What follows belongs to an exercise in optimizing a design on an open flow for small area and a short achievable clock period; a production flow would make more cautious choices.
Function was checked by simulation only, so behaviour that the tests miss may differ from the original.
Power and IR drop assume default switching activity.

==> run F <==
==> flow/design.v <==
module pc_prefix_adder(
    input   [31:0] curr_pc,
    output  [31:0] pc_plus_4
);
    assign pc_plus_4 = {curr_pc[31:2] + 30'd1, curr_pc[1:0]};
endmodule
module ext_ao22(
    input   a0,
    input   b0,
    input   a1,
    input   b1,
    output  y
);
    assign y = (a0 & b0) | (a1 & b1);
endmodule
module extend_logic(
    input   [31:0]    instr,       
    input   [2:0]     imm_src,     
    output  [31:0]    imm_extend   
);
    localparam OPC_LOAD = 7'b000_0011;  
    localparam OPC_STOR = 7'b010_0011;  
    localparam IMM_I    = 3'b000;    
    localparam IMM_S    = 3'b001;    
    localparam IMM_B    = 3'b010;    
    localparam IMM_J    = 3'b011;    
    localparam IMM_U    = 3'b100;    
    localparam F3_SLLI  = 3'b001;
    localparam F3_SRxI  = 3'b101;
    wire [6:0]  opcode = instr[6:0];
    wire [2:0]  funct3 = instr[14:12];
    wire uimm_ext = (  
        (opcode != OPC_LOAD) &&
        (opcode != OPC_STOR) &&
        ((funct3 == F3_SLLI) || (funct3 == F3_SRxI))
    );
    wire is_i  = (imm_src == IMM_I);
    wire is_s  = (imm_src == IMM_S);
    wire is_b  = (imm_src == IMM_B);
    wire is_j  = (imm_src == IMM_J);
    wire is_u  = (imm_src == IMM_U);
    wire is_is = is_i & ~uimm_ext;               
    wire f_lo_i  = is_i | is_j;                  
    wire f_lo_s  = is_s | is_b;                  
    wire f_mid   = is_is | is_s | is_b | is_j;   
    wire f_sgn12 = is_is | is_s | is_b;          
    wire f_up12  = is_j | is_u;                  
    wire f_sgn20 = f_mid;                        
    wire f_31    = f_mid | is_u;                 
    wire [31:0] v;
    genvar k;
    ext_ao22 u_b0(.a0(is_i), .b0(instr[20]), .a1(is_s), .b1(instr[7]), .y(v[0]));
    generate
        for(k = 1; k < 5; k = k + 1)begin: LO
            ext_ao22 u_b(.a0(f_lo_i), .b0(instr[20+k]), .a1(f_lo_s), .b1(instr[7+k]), .y(v[k]));
        end
        for(k = 5; k < 11; k = k + 1)begin: MID
            assign v[k] = f_mid & instr[20+k];
        end
    endgenerate
    assign v[11] = ((is_is | is_s) & instr[31]) | (is_b & instr[7]) | (is_j & instr[20]);
    generate
        for(k = 12; k < 20; k = k + 1)begin: UP12
            ext_ao22 u_b(.a0(f_sgn12), .b0(instr[31]), .a1(f_up12), .b1(instr[k]), .y(v[k]));
        end
        for(k = 20; k < 31; k = k + 1)begin: UP20
            ext_ao22 u_b(.a0(f_sgn20), .b0(instr[31]), .a1(is_u), .b1(instr[k]), .y(v[k]));
        end
    endgenerate
    assign v[31] = f_31 & instr[31];
    assign imm_extend = v;
endmodule
module rf_aoi3(
    input   [2:0]   d,
    input   [2:0]   s,
    output          y_n
);
    assign y_n = ~|(d & s);
endmodule
module rf_and4(
    input   [3:0]   a,
    output          y
);
    assign y = &a;
endmodule
module rf_and3(
    input   [2:0]   a,
    output          y
);
    assign y = &a;
endmodule
module rf_nand3(
    input   [2:0]   a,
    output          y
);
    assign y = ~&a;
endmodule
module rf_rdbit(
    input   [31:1]  d,
    input   [31:1]  s,
    output          q
);
    wire [10:0] y_n;
    wire [2:0]  p;
    genvar g;
    generate
        for(g = 0; g < 10; g = g + 1)begin: A3
            rf_aoi3 u_aoi(.d(d[3*g+3:3*g+1]), .s(s[3*g+3:3*g+1]), .y_n(y_n[g]));
        end
    endgenerate
    assign y_n[10] = ~(d[31] & s[31]);
    rf_and4  u_a0(.a(y_n[3:0]),  .y(p[0]));
    rf_and4  u_a1(.a(y_n[7:4]),  .y(p[1]));
    rf_and3  u_a2(.a(y_n[10:8]), .y(p[2]));
    rf_nand3 u_n (.a(p), .y(q));
endmodule
module rf_inv(
    input   a,
    output  y
);
    assign y = ~a;
endmodule
module rf_nand2(
    input   [1:0]   a,
    output          y
);
    assign y = ~&a;
endmodule
module rf_nor2(
    input   [1:0]   a,
    output          y
);
    assign y = ~|a;
endmodule
module rf_dec(
    input   [4:0]   a,
    output  [31:1]  s_lo,
    output  [31:1]  s_hi
);
    wire [4:0] a_n;
    wire [3:0] pa_n;     
    wire [7:0] pb_n;     
    genvar g;
    generate
        for(g = 0; g < 5; g = g + 1)begin: LIT
            rf_inv u_inv(.a(a[g]), .y(a_n[g]));
        end
        for(g = 0; g < 4; g = g + 1)begin: PA
            rf_nand2 u_pa(.a({g[1] ? a[1] : a_n[1], g[0] ? a[0] : a_n[0]}), .y(pa_n[g]));
        end
        for(g = 0; g < 8; g = g + 1)begin: PB
            rf_nand3 u_pb(.a({g[2] ? a[4] : a_n[4], g[1] ? a[3] : a_n[3], g[0] ? a[2] : a_n[2]}), .y(pb_n[g]));
        end
        for(g = 1; g < 32; g = g + 1)begin: SEL
            rf_nor2 u_lo(.a({pb_n[g/4], pa_n[g%4]}), .y(s_lo[g]));
            rf_nor2 u_hi(.a({pb_n[g/4], pa_n[g%4]}), .y(s_hi[g]));
        end
    endgenerate
endmodule
module rf_wdec(
    input           we,
    input   [4:0]   a,
    output  [31:1]  w,
    output  [31:1]  w_n
);
    genvar g;
    generate
        for(g = 1; g < 32; g = g + 1)begin: D
            assign w[g]   = we & (a == g);
            assign w_n[g] = ~(we & (a == g));
        end
    endgenerate
endmodule
module reg_file(
    input               clk,
    input               we,
    input   [4  : 0]    rs1,
    input   [4  : 0]    rs2,
    input   [4  : 0]    rd_addr,
    input   [31  : 0]   rd_data,
    output  [31 : 0]    rd1,
    output  [31 : 0]    rd2
);
reg [31:0] mem [1:31];
wire [31:1] sel1_lo, sel1_hi, sel2_lo, sel2_hi;
rf_dec u_dec1(.a(rs1), .s_lo(sel1_lo), .s_hi(sel1_hi));
rf_dec u_dec2(.a(rs2), .s_lo(sel2_lo), .s_hi(sel2_hi));
genvar idx, b;
generate
    for(b = 0; b < 32; b = b + 1)begin: RD
        wire [31:1] col;
        for(idx = 1; idx < 32; idx = idx + 1)begin: C
            assign col[idx] = mem[idx][b];
        end
        rf_rdbit u_rd1(.d(col), .s(b < 16 ? sel1_lo : sel1_hi), .q(rd1[b]));
        rf_rdbit u_rd2(.d(col), .s(b < 16 ? sel2_lo : sel2_hi), .q(rd2[b]));
    end
endgenerate
wire [31:1] wr, wr_n;
rf_wdec u_wdec(.we(we), .a(rd_addr), .w(wr), .w_n(wr_n));
generate
    for(idx = 1; idx < 32; idx = idx + 1)begin: REG_FILE
        always @(posedge clk)begin
            mem[idx] <= (rd_data & {32{wr[idx]}}) | (mem[idx] & {32{wr_n[idx]}});
        end
    end
endgenerate
endmodule
`timescale 1ns/1ns
module pc_aoi222(
    input   [2:0]   s,
    input   [2:0]   d,
    output          y_n
);
    assign y_n = ~|(s & d);
endmodule
module IF_stage#(
    parameter PC_RESET_VALUE = 32'h0
)(
    input   clk,
    input   n_rst,
    input   [1:0]   PC_src,
    input   [31:0]  next_pc,
    input   [31:0]  jump_pc,
    input   [31:0]  branch_pc,
    output  [31:0]  curr_pc,
    output  [31:0]  pc_plus_4
);
    wire [31:0] PC_n;
    reg  [31:0] PC_reg;
    assign curr_pc      =   PC_reg;   
    wire [2:0] pc_sel = {PC_src == 2'b10, PC_src == 2'b01, PC_src == 2'b00};
    genvar k;
    generate
        for(k = 0; k < 32; k = k + 1)begin: MUX
            pc_aoi222 u_mux(
                .s      (pc_sel),
                .d      ({branch_pc[k], jump_pc[k], next_pc[k]}),
                .y_n    (PC_n[k])
            );
        end
    endgenerate
    always @(posedge clk or negedge n_rst)begin
        if(!n_rst)
            PC_reg <= PC_RESET_VALUE;
        else
            PC_reg <= ~PC_n;
    end
    pc_prefix_adder u_pc_plus_4(
        .curr_pc    (PC_reg),
        .pc_plus_4  (pc_plus_4)
    );      
endmodule
`timescale 1ns/1ns
module ID_stage(
    input   clk,
    input   n_rst,
    input           RegWrite,
    input   [2:0]   Imm_Src,
    input   [31:0]  instr,
    input   [31:0]  reg_wdata,
    output  [31:0] RD1,
    output  [31:0] RD2,
    output  [31:0] imm_value
);
    wire [4:0] rs1  = instr[19:15];
    wire [4:0] rs2  = instr[24:20];
    wire [4:0] rd   = instr[11:7];
    reg_file u_register_file(
        .clk        (clk),
        .we         (RegWrite),
        .rs1        (rs1),
        .rs2        (rs2),
        .rd_addr    (rd),
        .rd_data    (reg_wdata),
        .rd1        (RD1),
        .rd2        (RD2)
    );
    extend_logic u_extend_logic(
        .instr      (instr),
        .imm_src    (Imm_Src),
        .imm_extend (imm_value)
    );
endmodule
`timescale 1ns/1ns
module if_id_top(
    input           clk,
    input           n_rst,
    input   [1:0]   PC_src,
    input           RegWrite,
    input   [2:0]   Imm_Src,
    input   [31:0]  next_pc,
    input   [31:0]  jump_pc,
    input   [31:0]  branch_pc,
    input   [31:0]  instr,
    input   [31:0]  reg_wdata,
    output  [31:0]  curr_pc,
    output  [31:0]  pc_plus_4,
    output  [31:0]  RD1,
    output  [31:0]  RD2,
    output  [31:0]  imm_value
);
    IF_stage #(
        .PC_RESET_VALUE (32'h0)
    ) u_IF_stage(
        .clk        (clk),
        .n_rst      (n_rst),
        .PC_src     (PC_src),
        .next_pc    (next_pc),
        .jump_pc    (jump_pc),
        .branch_pc  (branch_pc),
        .curr_pc    (curr_pc),
        .pc_plus_4  (pc_plus_4)
    );
    ID_stage u_ID_stage(
        .clk            (clk),
        .n_rst          (n_rst),
        .RegWrite       (RegWrite),
        .Imm_Src        (Imm_Src),
        .instr          (instr),
        .reg_wdata      (reg_wdata),
        .RD1            (RD1),
        .RD2            (RD2),
        .imm_value      (imm_value)
    );
endmodule
==> flow/flow/run.sh <==
#!/bin/bash
# Layout flow: the standard ORFS flow (standard.sh, synthesis unchanged),
# with two changes to how the layout is made:
#  - the input/output port buffers are sky130_fd_sc_hd__buf_1 (the resizer
#    upsizes those on critical paths) instead of the cell buffer_ports picks;
#  - clock tree synthesis uses clkbuf_16 with larger sink clusters and no
#    dummy loads.
set -euo pipefail
export BUFFER_PORTS_ARGS="-buffer_cell sky130_fd_sc_hd__buf_1"
export CTS_ARGS="-sink_clustering_enable -repair_clock_nets -dont_use_dummy_load -buf_list sky130_fd_sc_hd__clkbuf_16 -sink_clustering_size 24 -sink_clustering_max_diameter 60"
bash standard.sh finish > flow_make.log 2>&1
==> flow/standard.sh <==
#!/bin/bash
# synth_recipe.tcl (not shown) runs the flow's synth.tcl, then flattens the netlist and writes it again
# the make line also repeats each setting of config.mk as NAME=value (left out here)
make -C /OpenROAD-flow-scripts/flow DESIGN_CONFIG=/design/flow/config.mk WORK_HOME=/design/flow/orfs CLKGATE_MAP_FILE= SYNTH_SCRIPT=/design/flow/synth_recipe.tcl "${@:-finish}"
==> flow/config.mk <==
export PLATFORM = sky130hd
export DESIGN_NAME = if_id_top
export DESIGN_NICKNAME = if_id_top
export VERILOG_FILES = /design/flow/design.v
export SDC_FILE = /design/flow/constraint.sdc
export NUM_CORES = 8
export LEC_CHECK = 0
export CAP_MARGIN = 20
export CORE_MARGIN = 2
export CORE_UTILIZATION = 60
export PLACE_DENSITY = 0.72
export SETUP_SLACK_MARGIN = 3.5
export SLEW_MARGIN = 20
export SYNTH_HIERARCHICAL = 1
==> flow/constraint.sdc <==
create_clock -name core_clock -period 9.0 [get_ports {clk}]
set_input_delay 1.8000 -clock core_clock [delete_from_list [all_inputs] [get_ports {clk}]]
set_output_delay 1.8000 -clock core_clock [all_outputs]
set_load 0.01 [all_outputs]
==> run C (differences from run F) <==
==> flow/flow/run.sh (replaced) <==
#!/bin/bash
# Layout flow: the standard ORFS flow (standard.sh, synthesis unchanged),
# with two changes to how the layout is made:
#  - the input/output port buffers are sky130_fd_sc_hd__buf_1 (the resizer
#    upsizes those on critical paths) instead of the cell buffer_ports picks;
#  - clock tree synthesis uses clkbuf_8 with sink clusters of up to 16 and
#    no dummy loads.
set -euo pipefail
export BUFFER_PORTS_ARGS="-buffer_cell sky130_fd_sc_hd__buf_1"
export CTS_ARGS="-sink_clustering_enable -repair_clock_nets -dont_use_dummy_load -buf_list sky130_fd_sc_hd__clkbuf_8 -sink_clustering_size 16 -sink_clustering_max_diameter 50"
bash standard.sh finish > flow_make.log 2>&1
--- a/flow/config.mk
+++ b/flow/config.mk
@@ -9,4 +9,4 @@
 export CORE_MARGIN = 2
-export CORE_UTILIZATION = 60
-export PLACE_DENSITY = 0.72
+export CORE_UTILIZATION = 65
+export PLACE_DENSITY = 0.78
 export SETUP_SLACK_MARGIN = 3.5
==> run notes <==
item                                                                                            run C                                  run F
Clock buffer count in the final layout                                                             98                                     68
Result of the run                                                    no timing/DRC/antenna violations       no timing/DRC/antenna violations
Multi-input gate share of total cell area                                                       42.8%                                  42.3%
Largest incremental delay on the critical path                                                0.63 ns                                0.49 ns
Filler Cells Inserted                                                                           4,202                                  4,858
Worst setup path endpoint                                                                      RD1[3]                                RD1[12]
Routed length per placed instance                                                             38.3 µm                                39.1 µm
Capturing point of the worst reg2reg path                      u_ID_stage.u_register_file.mem[28][13]  u_ID_stage.u_register_file.mem[27][4]
Total wire length                                                                              193 mm                                 200 mm
Switching share of total power                                                                  30.6%                                  29.7%
Detailed placer's ending HPWL                                                                  107 mm                                 107 mm
Clock slew at reported path FFs                                                               0.07 ns                                0.06 ns
Final Critical Period                                                                         5.82 ns                                5.76 ns
Clock network latency to the later pin of the worst-skew pair                                 0.79 ns                                0.64 ns
Multi-Input Combinational                                                                       2,358                                  2,360
Met3 routed WL                                                                                35.3 mm                                35.8 mm
Post-route non-filler standard cell count                                                       5,048                                  5,114
Share of the final layout cell area in sequential cells                                         42.1%                                  41.1%
Floorplan core area                                                                        64,600 µm²                             70,100 µm²
Worst hold margin                                                                            0.502 ns                               0.499 ns

==> port drivers added, routing unchanged <==
The results above use ideal ports. As a check the final layouts listed here were re-extracted and re-timed, cells and wires unchanged. Step 1 sets driving cells, clkbuf_16 on the clock port and buf_2 on the other inputs (assumed; they add their load-dependent delay and slew). Step 2 times the ports against the registers' clock, not the clock port: input delays grow and output delays shrink by t, the midpoint of the rising clock arrivals with the driver on. Slacks: ideal ports / drivers / drivers and shift; pairs: ideal ports / drivers.
| run | shift t [ns] | setup WS [ns] | hold WS [ns] | worst setup path at the end | cell pins on the clock port's net |
|---|---|---|---|---|---|
| run F | 0.701 | 3.236 / 3.145 / 3.145 | 0.499 / 0.499 / 0.499 | input to output | 1 |
| run C | 0.829 | 3.177 / 3.114 / 3.114 | 0.502 / 0.502 / 0.502 | input to output | 1 |
After both steps every run listed still meets setup and hold. The setup slack of run F, which loses most, moves by -0.091 ns with the drivers and by -0.091 ns with both steps.
